Context: an optimization exercise on an open-source flow, tuned for a short achievable clock period and few clock cycles. The choices shown serve that exercise and are no tape-out recipe. Function was checked by simulation only, so behaviour that the tests miss may differ from the original.

==> run X <==
==> flow/design.v (excerpt) <==
module CHIP(clk,
            rst_n,
            mem_wen_D,
            mem_addr_D,
            mem_wdata_D,
            mem_rdata_D,
            mem_addr_I,
            mem_rdata_I);
    input         clk, rst_n ;
    output        mem_wen_D  ;
    output [31:0] mem_addr_D ;
    output [31:0] mem_wdata_D;
    input  [31:0] mem_rdata_D;
    output [31:0] mem_addr_I ;
    input  [31:0] mem_rdata_I;
    integer i;
    function [5:0] clz32;
        input [31:0] v;
        integer k;
        begin
            clz32 = 6'd32;
            for (k = 0; k < 32; k = k + 1)
                if (v[k]) clz32 = 31 - k;
        end
    endfunction
    reg  [31:0] pc;                  
    reg  [31:0] rf [1:31];           
    reg         x_valid;
    reg  [31:0] x_pc, x_link, x_imm;
    reg  [31:0] x_a, x_b, x_sd;      
    reg         x_fwa, x_fwb;        
    reg  [31:0] x_ma, x_mb;          
    reg         x_mfa, x_mfb;
    reg  [4:0]  x_rd, x_rs2;
    reg         x_we;
    reg         x_lw, x_sw, x_mul, x_div, x_beq, x_jal, x_jalr;
    reg         x_radd, x_rsub, x_rand, x_ror, x_rxor, x_rslt, x_rsra, x_rsll, x_rpci, x_rlink;
    reg         x_mp2;               
    reg  [31:0] mp_r0;
    reg  [31:0] mp_r1;
    reg  [31:0] mp_r2;
    reg  [31:0] mp_r3;
    reg  [31:0] mp_r4;
    reg  [31:0] mp_r5;
    reg  [31:0] mp_r6;
    reg         m_valid;
    reg  [31:0] m_res, m_addr, m_sd, m_ms, m_mc;
    reg  [4:0]  m_rd;
    reg         m_we, m_lw, m_wen, m_mul;
    localparam NB = 8;
    reg  [NB-1:0] bt_v;
    reg  [31:2] bt_tag [0:NB-1];
    reg  [31:2] bt_tgt [0:NB-1];
    reg  [2:0]  bt_rr;
    reg         x_pred;
    reg  [31:2] x_ptgt;
    reg  [2:0]  x_pidx;
    reg         d_busy, d_setup;
    reg  [4:0]  d_clza, d_clzb;
    reg  [31:0] d_r, d_q;
    reg  [34:0] d_d1, d_d3, d_d5, d_d7;
    reg  [3:0]  d_cnt;
    wire        m_rfwe  = m_valid & m_we & (m_rd != 5'd0);
    wire [31:0] m_prod  = m_ms + m_mc;
    wire [31:0] m_wdata = m_lw ? mem_rdata_D : (m_mul ? m_prod : m_res);
    assign mem_wen_D   = m_wen;
    assign mem_addr_D  = m_addr;
    assign mem_wdata_D = m_sd;
    wire [31:0] ins = mem_rdata_I;
    assign mem_addr_I = pc;
    wire [6:0]  op  = ins[6:0];
    wire [2:0]  f3  = ins[14:12];
    wire [4:0]  f_rs1 = ins[19:15];
    wire [4:0]  f_rs2 = ins[24:20];
  ...
==> flow/config.mk <==
export PLATFORM = sky130hd
export DESIGN_NAME = CHIP
export DESIGN_NICKNAME = CHIP
export VERILOG_FILES = /design/flow/design.v
export SDC_FILE = /design/flow/constraint.sdc
export NUM_CORES = 4
export LEC_CHECK = 0
export ABC_CLOCK_PERIOD_IN_PS = 3000
export CAP_MARGIN = 20
export CELL_PAD_IN_SITES_DETAIL_PLACEMENT = 1
export CELL_PAD_IN_SITES_GLOBAL_PLACEMENT = 2
export CORE_MARGIN = 2
export CORE_UTILIZATION = 30
export PLACE_DENSITY = 0.4
export SLEW_MARGIN = 20
==> flow/constraint.sdc <==
create_clock -name core_clock -period 13.0 [get_ports {clk}]
set_input_delay 2.6000 -clock core_clock [delete_from_list [all_inputs] [get_ports {clk}]]
set_output_delay 2.6000 -clock core_clock [all_outputs]
set_load 0.01 [all_outputs]
standard.sh (not shown) runs the stock make flow with config.mk's settings and CLKGATE_MAP_FILE= SYNTH_SCRIPT=/design/flow/synth_recipe.tcl, a recipe that flattens the netlist after the stock synthesis.
==> flow/flow/run.sh <==
#!/bin/bash
# Standard ORFS layout (the standard.sh, standard synthesis unchanged),
# with timing repair asked to leave more setup slack than the default.
set -euo pipefail
bash standard.sh SETUP_SLACK_MARGIN=8 finish > run_make.log 2>&1
==> inputs of run Z, as changes to run X <==
--- a/flow/design.v
+++ b/flow/design.v
@@ -39,26 +39,30 @@
     reg  [31:0] mp_r0;
     reg  [31:0] mp_r1;
     reg  [31:0] mp_r2;
     reg  [31:0] mp_r3;
     reg  [31:0] mp_r4;
     reg  [31:0] mp_r5;
     reg  [31:0] mp_r6;
+    reg  [31:0] mp_r7;
+    reg  [31:0] mp_r8;
+    reg  [31:0] mp_r9;
     reg         m_valid;
     reg  [31:0] m_res, m_addr, m_sd, m_ms, m_mc;
     reg  [4:0]  m_rd;
     reg         m_we, m_lw, m_wen, m_mul;
-    localparam NB = 8;
+    localparam NB = 4;
     reg  [NB-1:0] bt_v;
     reg  [31:2] bt_tag [0:NB-1];
     reg  [31:2] bt_tgt [0:NB-1];
-    reg  [2:0]  bt_rr;
+    reg  [1:0]  bt_rr;
     reg         x_pred;
     reg  [31:2] x_ptgt;
-    reg  [2:0]  x_pidx;
+    reg  [1:0]  x_pidx;
+    reg  [31:0] x_pcmp;              
     reg         d_busy, d_setup;
     reg  [4:0]  d_clza, d_clzb;
     reg  [31:0] d_r, d_q;
     reg  [34:0] d_d1, d_d3, d_d5, d_d7;
     reg  [3:0]  d_cnt;
     wire        m_rfwe  = m_valid & m_we & (m_rd != 5'd0);
     wire [31:0] m_prod  = m_ms + m_mc;
@@ -121,18 +125,18 @@
     wire x_wr   = x_valid & x_we & (x_rd != 5'd0);
     wire hit1   = x_wr & (x_rd == f_rs1);
     wire hit2   = x_wr & (x_rd == f_rs2);
     wire ld_use = (x_lw | x_mul) & ((f_use1 & hit1) | (f_use2 & hit2));
     wire [31:0] pc4 = pc + 32'd4;
     reg  [NB-1:0] bt_hit;
     reg  [31:2]   f_ptgt;
-    reg  [2:0]    f_pidx;
+    reg  [1:0]    f_pidx;
     always @(*) begin
         f_ptgt = 30'd0;
-        f_pidx = 3'd0;
+        f_pidx = 2'd0;
         for (i = 0; i < NB; i = i + 1) begin
             bt_hit[i] = bt_v[i] & (bt_tag[i] == pc[31:2]);
             if (bt_hit[i]) begin
                 f_ptgt = f_ptgt | bt_tgt[i];
                 f_pidx = f_pidx | i;
             end
         end
@@ -147,15 +151,20 @@
     wire        slt  = (a_v[31] ^ b_v[31]) ? a_v[31] : diff[31];
     wire [31:0] sra  = $signed(a_v) >>> x_b[4:0];
     wire [31:0] sll  = a_v << x_b[4:0];
     wire [31:0] pci  = x_pc + x_imm;
     wire        eq   = (a_v == b_v);
     wire        taken    = x_jal | x_jalr | (x_beq & eq);
     wire [31:0] target   = x_jalr ? sum : pci;
-    wire        pred_ok  = taken ? (x_pred & (target[31:2] == x_ptgt)) : ~x_pred;
+    wire        tgt_ok   = (pci[31:2] == x_ptgt);
+    wire        jr_ok    = (a_v == x_pcmp);
+    wire        pred_ok  = x_jalr ? (x_pred & jr_ok)
+                         : x_jal  ? (x_pred & tgt_ok)
+                         : x_beq  ? (eq ? (x_pred & tgt_ok) : ~x_pred)
+                         : ~x_pred;
     wire        redirect = x_valid & ~pred_ok;
     wire [31:0] rtarget  = taken ? target : x_link;
     wire [31:0] mul_a = ma_v;
     wire [31:0] mul_b = mb_v;
     wire [31:0] mt_p0 = {32{mul_b[0]}} & {mul_a[31:0]};
     wire [31:0] mt_p1 = {32{mul_b[1]}} & {mul_a[30:0], 1'b0};
     wire [31:0] mt_p2 = {32{mul_b[2]}} & {mul_a[29:0], 2'b0};
@@ -228,32 +237,32 @@
     wire [31:0] mt1_c2_18 = {((mt1_c1_11[30:0] & mt1_s1_12[30:0]) | (mt1_c1_11[30:0] & mt1_c1_12[30:0]) | (mt1_s1_12[30:0] & mt1_c1_12[30:0])), 1'b0};
     wire [31:0] mt1_s2_19 = mt1_s1_13 ^ mt1_c1_13 ^ mt1_s1_14;
     wire [31:0] mt1_c2_19 = {((mt1_s1_13[30:0] & mt1_c1_13[30:0]) | (mt1_s1_13[30:0] & mt1_s1_14[30:0]) | (mt1_c1_13[30:0] & mt1_s1_14[30:0])), 1'b0};
     wire [31:0] mt1_s2_20 = mt1_c1_14 ^ mt1_s1_15 ^ mt1_c1_15;
     wire [31:0] mt1_c2_20 = {((mt1_c1_14[30:0] & mt1_s1_15[30:0]) | (mt1_c1_14[30:0] & mt1_c1_15[30:0]) | (mt1_s1_15[30:0] & mt1_c1_15[30:0])), 1'b0};
     wire [31:0] mt1_s2_21 = mt1_s1_16 ^ mt1_c1_16 ^ mt_p31;
     wire [31:0] mt1_c2_21 = {((mt1_s1_16[30:0] & mt1_c1_16[30:0]) | (mt1_s1_16[30:0] & mt_p31[30:0]) | (mt1_c1_16[30:0] & mt_p31[30:0])), 1'b0};
-    wire [31:0] mt1_s3_22 = mt1_s2_17 ^ mt1_c2_17 ^ mt1_s2_18;
-    wire [31:0] mt1_c3_22 = {((mt1_s2_17[30:0] & mt1_c2_17[30:0]) | (mt1_s2_17[30:0] & mt1_s2_18[30:0]) | (mt1_c2_17[30:0] & mt1_s2_18[30:0])), 1'b0};
-    wire [31:0] mt1_s3_23 = mt1_c2_18 ^ mt1_s2_19 ^ mt1_c2_19;
-    wire [31:0] mt1_c3_23 = {((mt1_c2_18[30:0] & mt1_s2_19[30:0]) | (mt1_c2_18[30:0] & mt1_c2_19[30:0]) | (mt1_s2_19[30:0] & mt1_c2_19[30:0])), 1'b0};
-    wire [31:0] mt1_s3_24 = mt1_s2_20 ^ mt1_c2_20 ^ mt1_s2_21;
-    wire [31:0] mt1_c3_24 = {((mt1_s2_20[30:0] & mt1_c2_20[30:0]) | (mt1_s2_20[30:0] & mt1_s2_21[30:0]) | (mt1_c2_20[30:0] & mt1_s2_21[30:0])), 1'b0};
     wire [31:0] mt2_s0_0 = mp_r0 ^ mp_r1 ^ mp_r2;
     wire [31:0] mt2_c0_0 = {((mp_r0[30:0] & mp_r1[30:0]) | (mp_r0[30:0] & mp_r2[30:0]) | (mp_r1[30:0] & mp_r2[30:0])), 1'b0};
     wire [31:0] mt2_s0_1 = mp_r3 ^ mp_r4 ^ mp_r5;
     wire [31:0] mt2_c0_1 = {((mp_r3[30:0] & mp_r4[30:0]) | (mp_r3[30:0] & mp_r5[30:0]) | (mp_r4[30:0] & mp_r5[30:0])), 1'b0};
-    wire [31:0] mt2_s1_2 = mt2_s0_0 ^ mt2_c0_0 ^ mt2_s0_1;
-    wire [31:0] mt2_c1_2 = {((mt2_s0_0[30:0] & mt2_c0_0[30:0]) | (mt2_s0_0[30:0] & mt2_s0_1[30:0]) | (mt2_c0_0[30:0] & mt2_s0_1[30:0])), 1'b0};
-    wire [31:0] mt2_s2_3 = mt2_s1_2 ^ mt2_c1_2 ^ mt2_c0_1;
-    wire [31:0] mt2_c2_3 = {((mt2_s1_2[30:0] & mt2_c1_2[30:0]) | (mt2_s1_2[30:0] & mt2_c0_1[30:0]) | (mt2_c1_2[30:0] & mt2_c0_1[30:0])), 1'b0};
-    wire [31:0] mt2_s3_4 = mt2_s2_3 ^ mt2_c2_3 ^ mp_r6;
-    wire [31:0] mt2_c3_4 = {((mt2_s2_3[30:0] & mt2_c2_3[30:0]) | (mt2_s2_3[30:0] & mp_r6[30:0]) | (mt2_c2_3[30:0] & mp_r6[30:0])), 1'b0};
-    wire [31:0] mt_s = mt2_s3_4;
-    wire [31:0] mt_c = mt2_c3_4;
+    wire [31:0] mt2_s0_2 = mp_r6 ^ mp_r7 ^ mp_r8;
+    wire [31:0] mt2_c0_2 = {((mp_r6[30:0] & mp_r7[30:0]) | (mp_r6[30:0] & mp_r8[30:0]) | (mp_r7[30:0] & mp_r8[30:0])), 1'b0};
+    wire [31:0] mt2_s1_3 = mt2_s0_0 ^ mt2_c0_0 ^ mt2_s0_1;
+    wire [31:0] mt2_c1_3 = {((mt2_s0_0[30:0] & mt2_c0_0[30:0]) | (mt2_s0_0[30:0] & mt2_s0_1[30:0]) | (mt2_c0_0[30:0] & mt2_s0_1[30:0])), 1'b0};
+    wire [31:0] mt2_s1_4 = mt2_c0_1 ^ mt2_s0_2 ^ mt2_c0_2;
+    wire [31:0] mt2_c1_4 = {((mt2_c0_1[30:0] & mt2_s0_2[30:0]) | (mt2_c0_1[30:0] & mt2_c0_2[30:0]) | (mt2_s0_2[30:0] & mt2_c0_2[30:0])), 1'b0};
+    wire [31:0] mt2_s2_5 = mt2_s1_3 ^ mt2_c1_3 ^ mt2_s1_4;
+    wire [31:0] mt2_c2_5 = {((mt2_s1_3[30:0] & mt2_c1_3[30:0]) | (mt2_s1_3[30:0] & mt2_s1_4[30:0]) | (mt2_c1_3[30:0] & mt2_s1_4[30:0])), 1'b0};
+    wire [31:0] mt2_s3_6 = mt2_s2_5 ^ mt2_c2_5 ^ mt2_c1_4;
+    wire [31:0] mt2_c3_6 = {((mt2_s2_5[30:0] & mt2_c2_5[30:0]) | (mt2_s2_5[30:0] & mt2_c1_4[30:0]) | (mt2_c2_5[30:0] & mt2_c1_4[30:0])), 1'b0};
+    wire [31:0] mt2_s4_7 = mt2_s3_6 ^ mt2_c3_6 ^ mp_r9;
+    wire [31:0] mt2_c4_7 = {((mt2_s3_6[30:0] & mt2_c3_6[30:0]) | (mt2_s3_6[30:0] & mp_r9[30:0]) | (mt2_c3_6[30:0] & mp_r9[30:0])), 1'b0};
+    wire [31:0] mt_s = mt2_s4_7;
+    wire [31:0] mt_c = mt2_c4_7;
     wire        dv_zero = (mb_v == 32'd0);
     wire        dv_lt   = (ma_v < mb_v);
     wire        dv_triv = dv_zero | dv_lt;
     wire        dv_start = x_valid & x_div & ~d_busy & ~d_setup & ~dv_triv;
     wire [5:0]  clza = clz32(ma_v);
     wire [5:0]  clzb = clz32(mb_v);
     wire [4:0]  dv_s = d_clzb - d_clza;
@@ -286,42 +295,41 @@
         else if (!dr1[35]) begin dq = 3'd1; dr_n = dr1[31:0]; end
         else               begin dq = 3'd0; dr_n = d_r;        end
     end
     wire [31:0] dq_n  = {d_q[28:0], dq};
     wire        d_last = d_busy & (d_cnt == 4'd1);
     wire        x_stall = dv_start | d_setup | (d_busy & ~d_last) | (x_valid & x_mul & ~x_mp2);
     wire [31:0] div_res = d_busy ? dq_n : (dv_zero ? 32'hffffffff : 32'd0);
-    wire [31:0] x_res =
-          ({32{x_radd}}  & sum)
-        | ({32{x_rsub}}  & diff)
-        | ({32{x_rand}}  & (a_v & b_v))
+    wire [31:0] x_res_e =
+          ({32{x_rand}}  & (a_v & b_v))
         | ({32{x_ror}}   & (a_v | b_v))
         | ({32{x_rxor}}  & (a_v ^ b_v))
         | ({32{x_rslt}}  & {31'd0, slt})
         | ({32{x_rsra}}  & sra)
         | ({32{x_rsll}}  & sll)
         | ({32{x_rpci}}  & pci)
         | ({32{x_rlink}} & x_link)
         | ({32{x_div}}   & div_res);
+    wire [31:0] x_res = ({32{x_radd}} & sum) | ({32{x_rsub}} & diff) | x_res_e;
     wire x_sfw = (x_rs2 == m_rd) & m_rfwe;
     always @(posedge clk or negedge rst_n) begin
         if (!rst_n) begin
             pc      <= 32'h00010000;
             bt_v    <= {NB{1'b0}};
-            bt_rr   <= 3'd0;
+            bt_rr   <= 2'd0;
             x_valid <= 1'b0;
             x_mp2   <= 1'b0;
             m_valid <= 1'b0;
             m_wen   <= 1'b0;
             d_busy  <= 1'b0;
             d_setup <= 1'b0;
         end else begin
             if (redirect)                 pc <= rtarget;
             else if (!(x_stall | ld_use)) pc <= f_pred ? {f_ptgt, 2'b00} : pc4;
-            if (x_valid & taken & ~pred_ok & ~x_pred) bt_rr <= bt_rr + 3'd1;
+            if (x_valid & taken & ~pred_ok & ~x_pred) bt_rr <= bt_rr + 2'd1;
             if (x_valid & ~pred_ok) begin
                 if (taken & ~x_pred) bt_v[bt_rr] <= 1'b1;
                 if (~taken)          bt_v[x_pidx] <= 1'b0;
             end
             if (!x_stall) x_valid <= ~(redirect | ld_use);
             x_mp2   <= x_valid & x_mul & ~x_mp2;
             m_valid <= x_valid & ~x_stall;
@@ -339,14 +347,15 @@
         x_b    <= f_vb;
         x_sd   <= f_v2;
         x_fwa  <= hit1;
         x_fwb  <= hit2 & ~f_useimm;
         x_rs2  <= f_rs2;
         x_ptgt <= f_ptgt;
         x_pidx <= f_pidx;
+        x_pcmp <= {f_ptgt, 2'b00} - {{20{ins[31]}}, ins[31:20]};
         if (!x_stall & f_md) begin
             x_ma   <= f_v1;
             x_mb   <= f_v2;
             x_mfa  <= hit1;
             x_mfb  <= hit2;
         end
         if (!x_stall) begin
@@ -371,21 +380,24 @@
             x_rpci <= f_aui;
             x_rlink <= f_jal | f_jalr;
         end
         if (x_valid & taken & ~pred_ok) begin
             bt_tag[x_pred ? x_pidx : bt_rr] <= x_pc[31:2];
             bt_tgt[x_pred ? x_pidx : bt_rr] <= target[31:2];
         end
-        mp_r0 <= mt1_s3_22;
-        mp_r1 <= mt1_c3_22;
-        mp_r2 <= mt1_s3_23;
-        mp_r3 <= mt1_c3_23;
-        mp_r4 <= mt1_s3_24;
-        mp_r5 <= mt1_c3_24;
-        mp_r6 <= mt1_c2_21;
+        mp_r0 <= mt1_s2_17;
+        mp_r1 <= mt1_c2_17;
+        mp_r2 <= mt1_s2_18;
+        mp_r3 <= mt1_c2_18;
+        mp_r4 <= mt1_s2_19;
+        mp_r5 <= mt1_c2_19;
+        mp_r6 <= mt1_s2_20;
+        mp_r7 <= mt1_c2_20;
+        mp_r8 <= mt1_s2_21;
+        mp_r9 <= mt1_c2_21;
         m_res  <= x_res;
         m_addr <= sum;
         m_sd   <= x_sfw ? m_wdata : x_sd;
         m_ms   <= mt_s;
         m_mc   <= mt_c;
         m_rd   <= x_rd;
         m_we   <= x_we;
==> flow/flow/run.sh (replaced) <==
#!/bin/bash
# The standard ORFS layout (standard.sh), with two changes:
#  - the full and half adder cells are added to DONT_USE_CELLS, so synthesis
#    leaves adders as plain gates for ABC to map for delay (the registers and
#    their cell types are the same as in the standard synthesis);
#  - timing repair is asked to leave more setup slack than the default.
set -euo pipefail
W=$(pwd)
cat > "$W/flow_config.mk" <<EOC
include $W/config.mk
export DONT_USE_CELLS += sky130_fd_sc_hd__fa_1 sky130_fd_sc_hd__fa_2 sky130_fd_sc_hd__fa_4 sky130_fd_sc_hd__ha_1 sky130_fd_sc_hd__ha_2 sky130_fd_sc_hd__ha_4
EOC
sed "s|DESIGN_CONFIG=[^ ]*|DESIGN_CONFIG=$W/flow_config.mk|" standard.sh > flow_standard.sh
bash flow_standard.sh SETUP_SLACK_MARGIN=8 finish > run_make.log 2>&1
==> impl_metrics.ini <==
[outcome]
status = complete, no violations

[critical_path]
rr_startpoint = m_res[14]
r2r_slack_ps = 7030
slowest_delay_ps = 740

[place]
dpl_cell_area_mm2 = 0.158

[logic_synthesis]
synth_compound_area_share_pct = 21.5
syn_area_per_cell_um2 = 9.35

[cells_and_area]
nNetsFinal = 17100
clkbuf_count = 413
layout-drive-gt1-share_pct = 15.3
fill_cells = 53800

[clocking]
cts.sinks = 2332

[grt]
grt_util_met1_pct = 49.6
grt_pass1_vias = 140000

[timing]
fin_ws_ps = 7030

[power_and_ir_drop]
p_leak_nw = 73.2
[end of results for run X]
==> impl_metrics.ini <==
[outcome]
status = complete, no violations

[cells_and_area]
fill_cells = 54000
nNetsFinal = 16900

[clocking]
cts.sinks = 2165

[logic_synthesis]
syn_area_per_cell_um2 = 8.60
synth_compound_area_share_pct = 21.8

[critical_path]
r2r_slack_ps = 7930
slowest_delay_ps = 490
[end of results for run Z]
Testbench counts of run X, summed over its fixed seeds: cycles 21,280.
Testbench counts of run Z, summed over its fixed seeds: cycles 21,280.

==> re-timing with driven ports <==
How much do the figures lean on ideal ports? The routed layouts below were timed once more, with nothing changed but the port constraints. Step 1 sets driving cells, clkbuf_16 on the clock port and buf_2 on the other inputs (assumed; they add their load-dependent delay and slew). Step 2 also shifts input and output timing later by t, the mid clock arrival at the registers, as if the neighbouring blocks saw the same clock. Slacks: ideal / step 1 / step 2; pairs: ideal / step 1.
run	t, ns	setup slack, ns	worst hold slack (ns)
run X	1.127	7.029 / 7.029 / 6.833	0.321 / 0.321 / 0.321
run Z	1.104	7.836 / 7.927 / 6.836	0.328 / 0.328 / 0.328
After both steps setup and hold are still met in every run listed. For run Z, which loses most, drivers alone change the setup slack by +0.091 ns; drivers and shift together by -1.000 ns.
